Background: an optimization exercise with open tools, aiming at small area. Do not read the settings as production practice. In this exercise RTL edits were held to simulation tests only and were not proved equivalent to the original. The clock port is modelled as an ideal driver, which makes a skipped or thinned clock tree look cheaper than it is; a real chip needs a root buffer or a tree. Power is estimated from default activity; no workload was simulated.

Setup of run 1:
// audiothrough
module audiothrough(
    clk,
    rst,
    adc_cs,
    adc_clk,
    adc_din,
    adc_dout,
    dac_cs,
    dac_clk,
    dac_sdi,
    data_out,
    x0,
    x0_neg,
    x1,
    x1_neg,
    x2,
    x2_neg,
    y1,
    y1_neg,
    y2,
    y2_neg
);
clock: 20.0 ns
lec_check: 0
cap_margin: 20
core_margin: 2
core_utilization: 40
place_density: 0.9
slew_margin: 20
standard.sh (not shown) runs the stock make flow with config.mk's settings and CLKGATE_MAP_FILE= SYNTH_SCRIPT=/design/flow/synth_recipe.tcl, a recipe that flattens the netlist after the stock synthesis.
==> flow/flow/run.sh <==
#!/bin/bash
# The standard layout (standard.sh), run on a copy of ORFS's scripts
# with these changes to how the layout is made:
#  - synthesis maps logic with an area-oriented ABC script (flow/abc.script)
#    in place of abc_speed.script, and buffers pass-through wires with
#    buf_1 in place of buf_4; the rest of the synthesis script is ORFS's
#    own, so registers and names are those of standard synthesis;
#  - each port is buffered by the smallest buffer cell (buf_1);
#  - the clock tree is built by flow/manual_cts.tcl in place of
#    clock_tree_synthesis: the clock port drives three clkbuf_16 cells,
#    each driving the clock pins of one group of nearby registers.  The
#    rest of ORFS's CTS step (placement legalisation, timing repair) runs
#    as usual.
# Each step's full output is in orfs/logs/; make's own output is in
# flow.log.
set -euo pipefail
here=$(pwd)
rm -rf "$here/orfs_scripts"
cp -r "$FLOW_HOME/scripts" "$here/orfs_scripts"
cp "$here/flow/abc.script" "$here/orfs_scripts/abc_speed.script"
python3 - "$here/orfs_scripts" "$here/flow/manual_cts.tcl" <<'PY'
import sys
scripts, manual = sys.argv[1], sys.argv[2]
def edit(name, old, new):
    path = scripts + "/" + name
    s = open(path).read()
    assert s.count(old) == 1, (name, old)
    open(path, "w").write(s.replace(old, new))
edit("cts.tcl", "log_cmd clock_tree_synthesis {*}$cts_args",
     "source " + manual + "\nmanual_cts 3 sky130_fd_sc_hd__clkbuf_16")
edit("synth.tcl", "insbuf -buf {*}$::env(MIN_BUF_CELL_AND_PORTS)",
     "insbuf -buf sky130_fd_sc_hd__buf_1 A X")
PY
export SCRIPTS_DIR="$here/orfs_scripts"
export BUFFER_PORTS_ARGS="-buffer_cell sky130_fd_sc_hd__buf_1"
bash standard.sh > flow.log 2>&1
Other scripts of this flow, unchanged in this note and not shown: flow/flow/abc.script, flow/flow/manual_cts.tcl
[inputs] run 2 vs run 1
- changing SLEW_MARGIN from 20 to 0
- removing PLACE_DENSITY (formerly 0.9)
- changing CAP_MARGIN from 20 to 0
--- outcome ---
- Hold slack of run 1 is on par with run 2.
- Run 2 vs run 1 on cell area after technology mapping: run 2 is the lower one.
- Run 2 vs run 1 — routed wire length dropped by a little under 10%
- Height of the die: run 2 vs run 1, no meaningful difference
- Cell count: run 2 lower than run 1
No run of this note takes its clock network from TritonCTS; it comes from the design's own scripts or RTL.

---

== build 69 ==
The RTL this note starts from:
==> flow/design.v <==
module audiothrough(
    clk,
    rst,
    adc_cs,
    adc_clk,
    adc_din,
    adc_dout,
    dac_cs,
    dac_clk,
    dac_sdi,
    data_out,
    x0,
    x0_neg,
    x1,
    x1_neg,
    x2,
    x2_neg,
    y1,
    y1_neg,
    y2,
    y2_neg
);
output adc_cs, adc_clk, adc_din, dac_cs, dac_clk, dac_sdi;
input clk, rst, adc_dout, x0_neg, x1_neg, x2_neg, y1_neg, y2_neg;
input [16:0] x0, x1, x2, y1, y2;
output [9:0] data_out;
reg [4:0] c;
reg [4:0] row;
reg act;         
always @ (posedge clk)
    if (rst) begin
        c <= 0;
        row <= 0;
        act <= 0;
    end else begin
        c <= c + 1;
        if (c == 31) begin
            row <= (row == 21) ? 5'd0 : row + 1;
            if (row == 21)
                act <= 1;
        end
    end
wire busy = act && row <= 16;
assign adc_clk = c[4];
assign dac_clk = c[4];
assign adc_cs = !busy;
assign dac_cs = !busy;
assign adc_din = act && row == 0;
reg [9:0] dout_r;
assign data_out = dout_r;
reg dbit;
always @ (*)
    case (row)
        5'd4: dbit = dout_r[9];
        5'd5: dbit = dout_r[8];
        5'd6: dbit = dout_r[7];
        5'd7: dbit = dout_r[6];
        5'd8: dbit = dout_r[5];
        5'd9: dbit = dout_r[4];
        5'd10: dbit = dout_r[3];
        5'd11: dbit = dout_r[2];
        5'd12: dbit = dout_r[1];
        5'd13: dbit = dout_r[0];
        5'd2, 5'd3: dbit = 1'b1;
        default: dbit = 1'b0;
    endcase
assign dac_sdi = act && dbit;
reg [16:0] coef;
reg neg, vsel, bsel_a, bsel_b, wr_a, wr_b, swp, op;
reg [4:0] c0;
always @ (*) begin
    coef = x0; neg = x0_neg; vsel = 0; bsel_a = 0; bsel_b = 0;
    wr_a = 0; wr_b = 0; swp = 0; op = 1; c0 = 0;
    case (row)
        5'd17: begin c0 = 10; coef = x0; neg = x0_neg; bsel_a = 1; wr_a = 1; end
        5'd18: begin c0 = 0; coef = x1; neg = x1_neg; bsel_b = 1; wr_b = 1; end
        5'd19: begin c0 = 1; coef = x0; neg = x0_neg; bsel_b = 1; wr_b = 1; end
        5'd20: begin c0 = 2; coef = y1; neg = y1_neg; vsel = 1; bsel_b = 1; wr_b = 1; end
        5'd21: begin c0 = 3; coef = y2; neg = y2_neg; vsel = 1; wr_a = 1; end
        5'd0:  begin c0 = 4; coef = x2; neg = x2_neg; bsel_a = 1; wr_a = 1; end
        5'd1:  begin c0 = 5; coef = x0; neg = !x0_neg; bsel_b = 1; wr_a = 1; swp = 1; end
        default: op = 0;
    endcase
end
wire [4:0] step = c - c0;
wire clr = op && step == 0;
wire add = op && c >= c0 && step <= 9;
wire wr  = op && c >= c0 && step >= 11 && step <= 20;
reg [10:0] rx, ra, rb;
reg [16:0] acc;
reg d, cy;
wire vbit = add && (vsel ? ra[0] : rx[0]);
wire [17:0] s = (clr ? 17'd0 : acc) + (vbit ? coef : 17'd0);
wire p = d ^ neg;
wire base = (bsel_a && ra[0]) || (bsel_b && rb[0]);
wire sum = base ^ p ^ cy;
wire cap = c == 31 && row >= 7 && row <= 16;
always @ (posedge clk) begin
    acc <= s[17:1];
    d <= s[0];
    cy <= wr ? (base & p | base & cy | p & cy) : neg;
    rx <= {act && (cap ? adc_dout : rx[0]), rx[10:1]};
    ra <= {act && (wr && wr_a ? sum : ra[0]), ra[10:1]};
    rb <= {act && (wr && wr_b ? sum : (wr && swp ? ra[0] : rb[0])), rb[10:1]};
end
always @ (posedge clk)
    if (rst)
        dout_r <= 0;
    else if (row == 21 && c == 15)
        dout_r <= {rb[8:0], rb[10]};
endmodule
make LEC_CHECK=0 CAP_MARGIN=20 CORE_MARGIN=2 CORE_UTILIZATION=40 CTS_BUF_LIST=sky130_fd_sc_hd__clkbuf_4 CTS_CLUSTER_SIZE=30 SLEW_MARGIN=20 finish   # period 20.0 ns
run.sh (not shown) runs the stock make flow with config.mk's settings and CLKGATE_MAP_FILE= SYNTH_SCRIPT=/design/flow/synth_recipe.tcl, a recipe that flattens the netlist after the stock synthesis.
Stock flow here: none of the scripts above is used.
Edits applied to the flow inputs when going from build 69 to build 10:
Settings: clearing CTS_CLUSTER_SIZE, which used to be 30; clearing CTS_BUF_LIST, which used to be sky130_fd_sc_hd__clkbuf_4.
==> flow/flow/run.sh (new file) <==
#!/bin/bash
# Standard layout, with each port buffered by the smallest buffer cell.
set -euo pipefail
export BUFFER_PORTS_ARGS="-buffer_cell sky130_fd_sc_hd__buf_1"
bash standard.sh > flow.log 2>&1
==> flow/standard.sh (new file) <==
#!/bin/bash
# synth_recipe.tcl (not shown) runs the flow's synth.tcl, then flattens the netlist and writes it again
# the make line also repeats each setting of config.mk as NAME=value (left out here)
make -C /OpenROAD-flow-scripts/flow DESIGN_CONFIG=/design/flow/config.mk WORK_HOME=/design/flow/orfs CLKGATE_MAP_FILE= SYNTH_SCRIPT=/design/flow/synth_recipe.tcl "${@:-finish}"
removed: flow/run.sh
==> run notes <==
- Relative to build 69, maximum achievable frequency has increased by 7.6% in build 10.
- Summary of the comparison: power after layout is higher in build 10, relative to build 69.
- Looking at share of post-route cells with drive strength above 1, build 10 sits above build 69.
- Critical path start-end classification: in2reg -> build 10, reg2out -> build 69
Input-level comparison between build 42 and build 10:
==> flow/run.sh (new file) <==
#!/bin/bash
# synth_recipe.tcl (not shown) runs the flow's synth.tcl, then flattens the netlist and writes it again
# the make line also repeats each setting of config.mk as NAME=value (left out here)
make -C /OpenROAD-flow-scripts/flow DESIGN_CONFIG=/design/flow/config.mk WORK_HOME=/design/flow/orfs CLKGATE_MAP_FILE= SYNTH_SCRIPT=/design/flow/synth_recipe.tcl finish
removed: flow/flow/run.sh
removed: flow/standard.sh
### Flow results
DRC marker count from the first detailed-route iteration: build 42 vs build 10 down about 12%
Deepest clock path buffer count essentially unchanged between build 10 and build 42.
Changes observed in build 42 relative to build 10: worst hold slack lost 0.0066 ns; post-place instance area picked up an extra 680 µm².
Total power shrinks by a little under 10% when moving from build 10 to build 42.
## Diff of input files: build 16 against build 42
==> flow/flow/run.sh (new file) <==
#!/bin/bash
# Standard layout, with each port buffered by the smallest buffer cell and
# a clock tree of few buffers and no dummy loads.
set -euo pipefail
export BUFFER_PORTS_ARGS="-buffer_cell sky130_fd_sc_hd__buf_1"
export CTS_ARGS="-sink_clustering_enable -repair_clock_nets -dont_use_dummy_load -buf_list sky130_fd_sc_hd__clkbuf_8 -sink_clustering_size 30 -sink_clustering_max_diameter 200"
bash standard.sh > flow.log 2>&1
==> flow/standard.sh (new file) <==
#!/bin/bash
# synth_recipe.tcl (not shown) runs the flow's synth.tcl, then flattens the netlist and writes it again
# the make line also repeats each setting of config.mk as NAME=value (left out here)
make -C /OpenROAD-flow-scripts/flow DESIGN_CONFIG=/design/flow/config.mk WORK_HOME=/design/flow/orfs CLKGATE_MAP_FILE= SYNTH_SCRIPT=/design/flow/synth_recipe.tcl "${@:-finish}"
removed: flow/run.sh
### Flow results
- Compared with build 42, build 16 shows a lower utilization.
- Compared with build 42, in build 16 switching share of total power went down 0.34 points; total non-filler cell area in the finished layout went down 14%.
- Compared with build 42, build 16 improves total length of routed wires.
- Of the two values seen for most common library cell in the layout ignoring fill and taps, sky130_fd_sc_hd__clkdlybuf4s50_1 was produced by build 42 and sky130_fd_sc_hd__buf_1 by build 16.
- On number of global-route vias before repair: build 16 sits below build 42.
- Build 42 has a higher global-route usage than build 16.
- Side by side, share of power burned in combinational logic turned out lower in build 16 than in build 42.
- Status: number of cells in the design after placement parity (build 16, build 42)
- Build 42 has higher area growth from synthesis to layout than build 16.

---

== red ==
Another version of the RTL of audiothrough (not shown whole).
Size in the first run: roughly 300 cells after synthesis, about 110 I/O pins, roughly 3100 µm² of cells after synthesis.
clock: 20.0 ns
lec_check: 0
cap_margin: 20
core_margin: 2
core_utilization: 40
slew_margin: 20
standard.sh (not shown) runs the stock make flow with config.mk's settings and CLKGATE_MAP_FILE= SYNTH_SCRIPT=/design/flow/synth_recipe.tcl, a recipe that flattens the netlist after the stock synthesis.
==> flow/flow/run.sh <==
#!/bin/bash
# The standard layout (standard.sh), run on a copy of ORFS's scripts
# with these changes to how the layout is made:
#  - synthesis maps logic with an area-oriented ABC script (flow/abc.script)
#    in place of abc_speed.script, and buffers pass-through wires with
#    buf_1 in place of buf_4; the rest of the synthesis script is ORFS's
#    own, so registers and names are those of standard synthesis;
#  - each port is buffered by the smallest buffer cell (buf_1);
#  - the clock tree is built by flow/manual_cts.tcl in place of
#    clock_tree_synthesis: the clock port drives three clkbuf_16 cells,
#    each driving the clock pins of one group of nearby registers.  The
#    rest of ORFS's CTS step (placement legalisation, timing repair) runs
#    as usual.
# Each step's full output is in orfs/logs/; make's own output is in
# flow.log.
set -euo pipefail
here=$(pwd)
rm -rf "$here/orfs_scripts"
cp -r "$FLOW_HOME/scripts" "$here/orfs_scripts"
cp "$here/flow/abc.script" "$here/orfs_scripts/abc_speed.script"
python3 - "$here/orfs_scripts" "$here/flow/manual_cts.tcl" <<'PY'
import sys
scripts, manual = sys.argv[1], sys.argv[2]
def edit(name, old, new):
    path = scripts + "/" + name
    s = open(path).read()
    assert s.count(old) == 1, (name, old)
    open(path, "w").write(s.replace(old, new))
edit("cts.tcl", "log_cmd clock_tree_synthesis {*}$cts_args",
     "source " + manual + "\nmanual_cts 3 sky130_fd_sc_hd__clkbuf_16")
edit("synth.tcl", "insbuf -buf {*}$::env(MIN_BUF_CELL_AND_PORTS)",
     "insbuf -buf sky130_fd_sc_hd__buf_1 A X")
PY
export SCRIPTS_DIR="$here/orfs_scripts"
export BUFFER_PORTS_ARGS="-buffer_cell sky130_fd_sc_hd__buf_1"
bash standard.sh > flow.log 2>&1
==> flow/flow/abc.script <==
&get -n
&st
&deepsyn -J 200 -T 900
&dch
&nf -R 1000
&put
mfs2
strash
&get -n
&dch
&nf -R 1000
&put
topo
Other scripts of this flow, unchanged in this note and not shown: flow/flow/manual_cts.tcl
Inputs modified between red and blue:
==> flow/flow/abc.script <==
&get -n
&st
&deepsyn -J 500 -T 900
&dch
&nf -R 1000
&put
mfs2
strash
&get -n
&dch
&nf -R 1000
&put
topo
--- outcome ---
- Looking at blue and red, the number of antenna diodes is a wash.
- Delta (blue minus red): maximum number of pins on one net before global-route repair ~0 delta; maximum clock skew at final layout ~0 delta.
In every run of this note, the design's own scripts or RTL, not TritonCTS, make the clock network.

---

Starting RTL as in the previous note.
export LEC_CHECK = 0
export CAP_MARGIN = 20
export CORE_MARGIN = 2
export CORE_UTILIZATION = 40
export SLEW_MARGIN = 20
create_clock -name core_clock -period 20.0 [get_ports {clk}]
==> flow/flow/run.sh <==
#!/bin/bash
# The standard layout (standard.sh), run on a copy of ORFS's scripts
# with these changes to how the layout is made:
#  - synthesis maps logic with an area-oriented ABC script (flow/abc.script)
#    in place of abc_speed.script; the rest of the synthesis script is
#    ORFS's own, so registers and names are those of standard synthesis;
#  - each port is buffered by the smallest buffer cell (buf_1);
#  - the clock tree is built by flow/manual_cts.tcl in place of
#    clock_tree_synthesis: the clock port drives three clkbuf_16 cells,
#    each driving the clock pins of one group of nearby registers.  The
#    rest of ORFS's CTS step (placement legalisation, timing repair) runs
#    as usual.
# Each step's full output is in orfs/logs/; make's own output is in
# flow.log.
set -euo pipefail
here=$(pwd)
rm -rf "$here/orfs_scripts"
cp -r "$FLOW_HOME/scripts" "$here/orfs_scripts"
cp "$here/flow/abc.script" "$here/orfs_scripts/abc_speed.script"
python3 - "$here/orfs_scripts/cts.tcl" "$here/flow/manual_cts.tcl" <<'PY'
import sys
path, manual = sys.argv[1], sys.argv[2]
s = open(path).read()
old = "log_cmd clock_tree_synthesis {*}$cts_args"
assert s.count(old) == 1
s = s.replace(old, "source " + manual + "\nmanual_cts 3 sky130_fd_sc_hd__clkbuf_16")
open(path, "w").write(s)
PY
export SCRIPTS_DIR="$here/orfs_scripts"
export BUFFER_PORTS_ARGS="-buffer_cell sky130_fd_sc_hd__buf_1"
bash standard.sh > flow.log 2>&1
==> flow/flow/abc.script <==
&get -n
&st
&deepsyn -T 30
&dch
&nf -R 1000
&put
topo
Other scripts of this flow, unchanged in this note and not shown: flow/flow/manual_cts.tcl
==> next run, changes <==
--- a/flow/flow/run.sh
+++ b/flow/flow/run.sh
@@ -4,4 +4,5 @@
 #  - synthesis maps logic with an area-oriented ABC script (flow/abc.script)
-#    in place of abc_speed.script; the rest of the synthesis script is
-#    ORFS's own, so registers and names are those of standard synthesis;
+#    in place of abc_speed.script, and buffers pass-through wires with
+#    buf_1 in place of buf_4; the rest of the synthesis script is ORFS's
+#    own, so registers and names are those of standard synthesis;
 #  - each port is buffered by the smallest buffer cell (buf_1);
@@ -19,10 +20,14 @@
 cp "$here/flow/abc.script" "$here/orfs_scripts/abc_speed.script"
-python3 - "$here/orfs_scripts/cts.tcl" "$here/flow/manual_cts.tcl" <<'PY'
+python3 - "$here/orfs_scripts" "$here/flow/manual_cts.tcl" <<'PY'
 import sys
-path, manual = sys.argv[1], sys.argv[2]
-s = open(path).read()
-old = "log_cmd clock_tree_synthesis {*}$cts_args"
-assert s.count(old) == 1
-s = s.replace(old, "source " + manual + "\nmanual_cts 3 sky130_fd_sc_hd__clkbuf_16")
-open(path, "w").write(s)
+scripts, manual = sys.argv[1], sys.argv[2]
+def edit(name, old, new):
+    path = scripts + "/" + name
+    s = open(path).read()
+    assert s.count(old) == 1, (name, old)
+    open(path, "w").write(s.replace(old, new))
+edit("cts.tcl", "log_cmd clock_tree_synthesis {*}$cts_args",
+     "source " + manual + "\nmanual_cts 3 sky130_fd_sc_hd__clkbuf_16")
+edit("synth.tcl", "insbuf -buf {*}$::env(MIN_BUF_CELL_AND_PORTS)",
+     "insbuf -buf sky130_fd_sc_hd__buf_1 A X")
 PY
==> flow/flow/abc.script (replaced) <==
&get -n
&st
&deepsyn -J 500 -T 900
&dch
&nf -R 1000
&put
mfs2
strash
&get -n
&dch
&nf -R 1000
&put
topo
--- a/flow/config.mk
+++ b/flow/config.mk
@@ -10,2 +10,3 @@
 export CORE_UTILIZATION = 40
+export GPL_TIMING_DRIVEN = 0
 export SLEW_MARGIN = 20
Via count came out lower by 0.37%.
Design area is higher by 0.50%.
Global-route usage barely changes.
Register-to-register slack gets better by 0.16 ns.
Synthesized area goes down by 0.79%.
First-iteration DRC count climbs by 11%.
Utilization rises by 0.24 points.
Sequential power hardly moves.
==> next run, changes <==
--- a/flow/flow/run.sh
+++ b/flow/flow/run.sh
@@ -8,2 +8,5 @@
 #  - each port is buffered by the smallest buffer cell (buf_1);
+#  - right after the ports are buffered, each net that a logic cell drives
+#    into 12 or more loads gets one buf_1 (flow/buffer_fanout.tcl), so that
+#    repair_design need not upsize its driver;
 #  - the clock tree is built by flow/manual_cts.tcl in place of
@@ -20,5 +23,5 @@
 cp "$here/flow/abc.script" "$here/orfs_scripts/abc_speed.script"
-python3 - "$here/orfs_scripts" "$here/flow/manual_cts.tcl" <<'PY'
+python3 - "$here/orfs_scripts" "$here/flow" <<'PY'
 import sys
-scripts, manual = sys.argv[1], sys.argv[2]
+scripts, flow = sys.argv[1], sys.argv[2]
 def edit(name, old, new):
@@ -29,5 +32,8 @@
 edit("cts.tcl", "log_cmd clock_tree_synthesis {*}$cts_args",
-     "source " + manual + "\nmanual_cts 3 sky130_fd_sc_hd__clkbuf_16")
+     "source " + flow + "/manual_cts.tcl\nmanual_cts 3 sky130_fd_sc_hd__clkbuf_16")
 edit("synth.tcl", "insbuf -buf {*}$::env(MIN_BUF_CELL_AND_PORTS)",
      "insbuf -buf sky130_fd_sc_hd__buf_1 A X")
+edit("global_place.tcl", "buffer_ports {*}[env_var_or_empty BUFFER_PORTS_ARGS]",
+     "buffer_ports {*}[env_var_or_empty BUFFER_PORTS_ARGS]\n    source " + flow
+     + "/buffer_fanout.tcl\n    buffer_high_fanout 12 sky130_fd_sc_hd__buf_1")
 PY
==> flow/flow/abc.script (replaced) <==
&get -n
&st
&deepsyn -J 500 -T 900
&dch
&nf -R 1000
&put
topo
==> flow/flow/buffer_fanout.tcl (new file) <==
# Buffer each net that a logic cell drives into many loads with one buf_1,
# which can drive that load, so that repair_design need not upsize the
# driver to a much larger cell.
proc buffer_high_fanout {min_fanout buf_cell} {
  set block [ord::get_db_block]
  set nets {}
  foreach net [$block getNets] {
    set st [$net getSigType]
    if {$st == "POWER" || $st == "GROUND" || $st == "CLOCK"} { continue }
    if {[llength [$net getBTerms]] > 0} { continue }
    set drv ""
    set loads 0
    foreach it [$net getITerms] {
      if {[$it isOutputSignal]} {
        set drv [[[$it getInst] getMaster] getName]
      } else {
        incr loads
      }
    }
    if {$drv == "" || $loads < $min_fanout} { continue }
    if {[string match "*df*" $drv] || [string match "*buf*" $drv]} { continue }
    lappend nets [$net getName]
  }
  foreach n $nets {
    puts "buffer_high_fanout: $n"
    insert_buffer -buffer_cell $buf_cell -net $n
  }
}
--- a/flow/config.mk
+++ b/flow/config.mk
@@ -7,6 +7,5 @@
 export LEC_CHECK = 0
-export CAP_MARGIN = 20
+export CAP_MARGIN = 0
 export CORE_MARGIN = 2
 export CORE_UTILIZATION = 40
-export GPL_TIMING_DRIVEN = 0
-export SLEW_MARGIN = 20
+export SLEW_MARGIN = 0
The new run completed with no timing, DRC or antenna violations.
Routed wire length rises by 3.7%.
Maximum frequency climbs by about 1%.
Clock skew is lower by 0.015 ns.
Cell count stays flat.
Core utilization falls by 0.26 points.
Synthesized area increases by about 0.56%.
Sequential power is about the same.
Total power shrinks by about 0.5%.
Worst setup slack improved by 0.11 ns.
Clock power is lower by about 0.9%.
Combinational power fell by about 4%.
In every run of this note, the design's own scripts or RTL, not TritonCTS, make the clock network.

==> port drivers added, routing unchanged <==
No port has a modelled driver above. Below, the same layouts with a new extraction and two added sets of constraints.
Step 1 assumes that a clkbuf_16 drives the clock port and a buf_2 every other input.
Step 2, shift: input delay + t, output delay - t, t = (earliest + latest rising clock arrival at the registers) / 2. This alone moves slack from input paths to output paths.
a / b / c = ideal / step 1 / step 2; a / b = the first two.
| run | shift t [ns] | setup slack, ns | worst hold slack (ns) | pins driven straight from the clock port |
|---|---|---|---|---|
| run 1 | 0.220 | 9.127 / 9.168 / 8.948 | 0.332 / 0.332 / 0.332 | 3 |
| run 2 | 0.217 | 9.087 / 9.120 / 8.903 | 0.335 / 0.335 / 0.335 | 3 |
| build 69 | 0.457 | 13.412 / 13.379 / 13.248 | 0.324 / 0.324 / 0.324 | 1 |
| build 10 | 0.382 | 13.876 / 13.852 / 13.510 | 0.326 / 0.326 / 0.326 | 1 |
| build 42 | 0.384 | 13.478 / 13.441 / 13.236 | 0.319 / 0.319 / 0.319 | 1 |
| build 16 | 0.365 | 13.853 / 13.866 / 13.501 | 0.312 / 0.312 / 0.312 | 1 |
| red | 0.218 | 9.029 / 9.071 / 8.853 | 0.339 / 0.339 / 0.339 | 3 |
| blue | 0.218 | 9.029 / 9.071 / 8.853 | 0.339 / 0.339 / 0.339 | 3 |
| the first run of note 4 | 0.221 | 9.137 / 9.181 / 8.959 | 0.336 / 0.336 / 0.336 | 3 |
| the second run of note 4 | 0.221 | 9.019 / 9.060 / 8.839 | 0.289 / 0.290 / 0.290 | 3 |
| the third run of note 4 | 0.223 | 9.129 / 9.177 / 8.954 | 0.332 / 0.332 / 0.332 | 3 |
After both steps setup and hold are still met in every run listed. The setup slack of build 10, which loses most, moves by -0.024 ns with the drivers and by -0.366 ns with both steps.
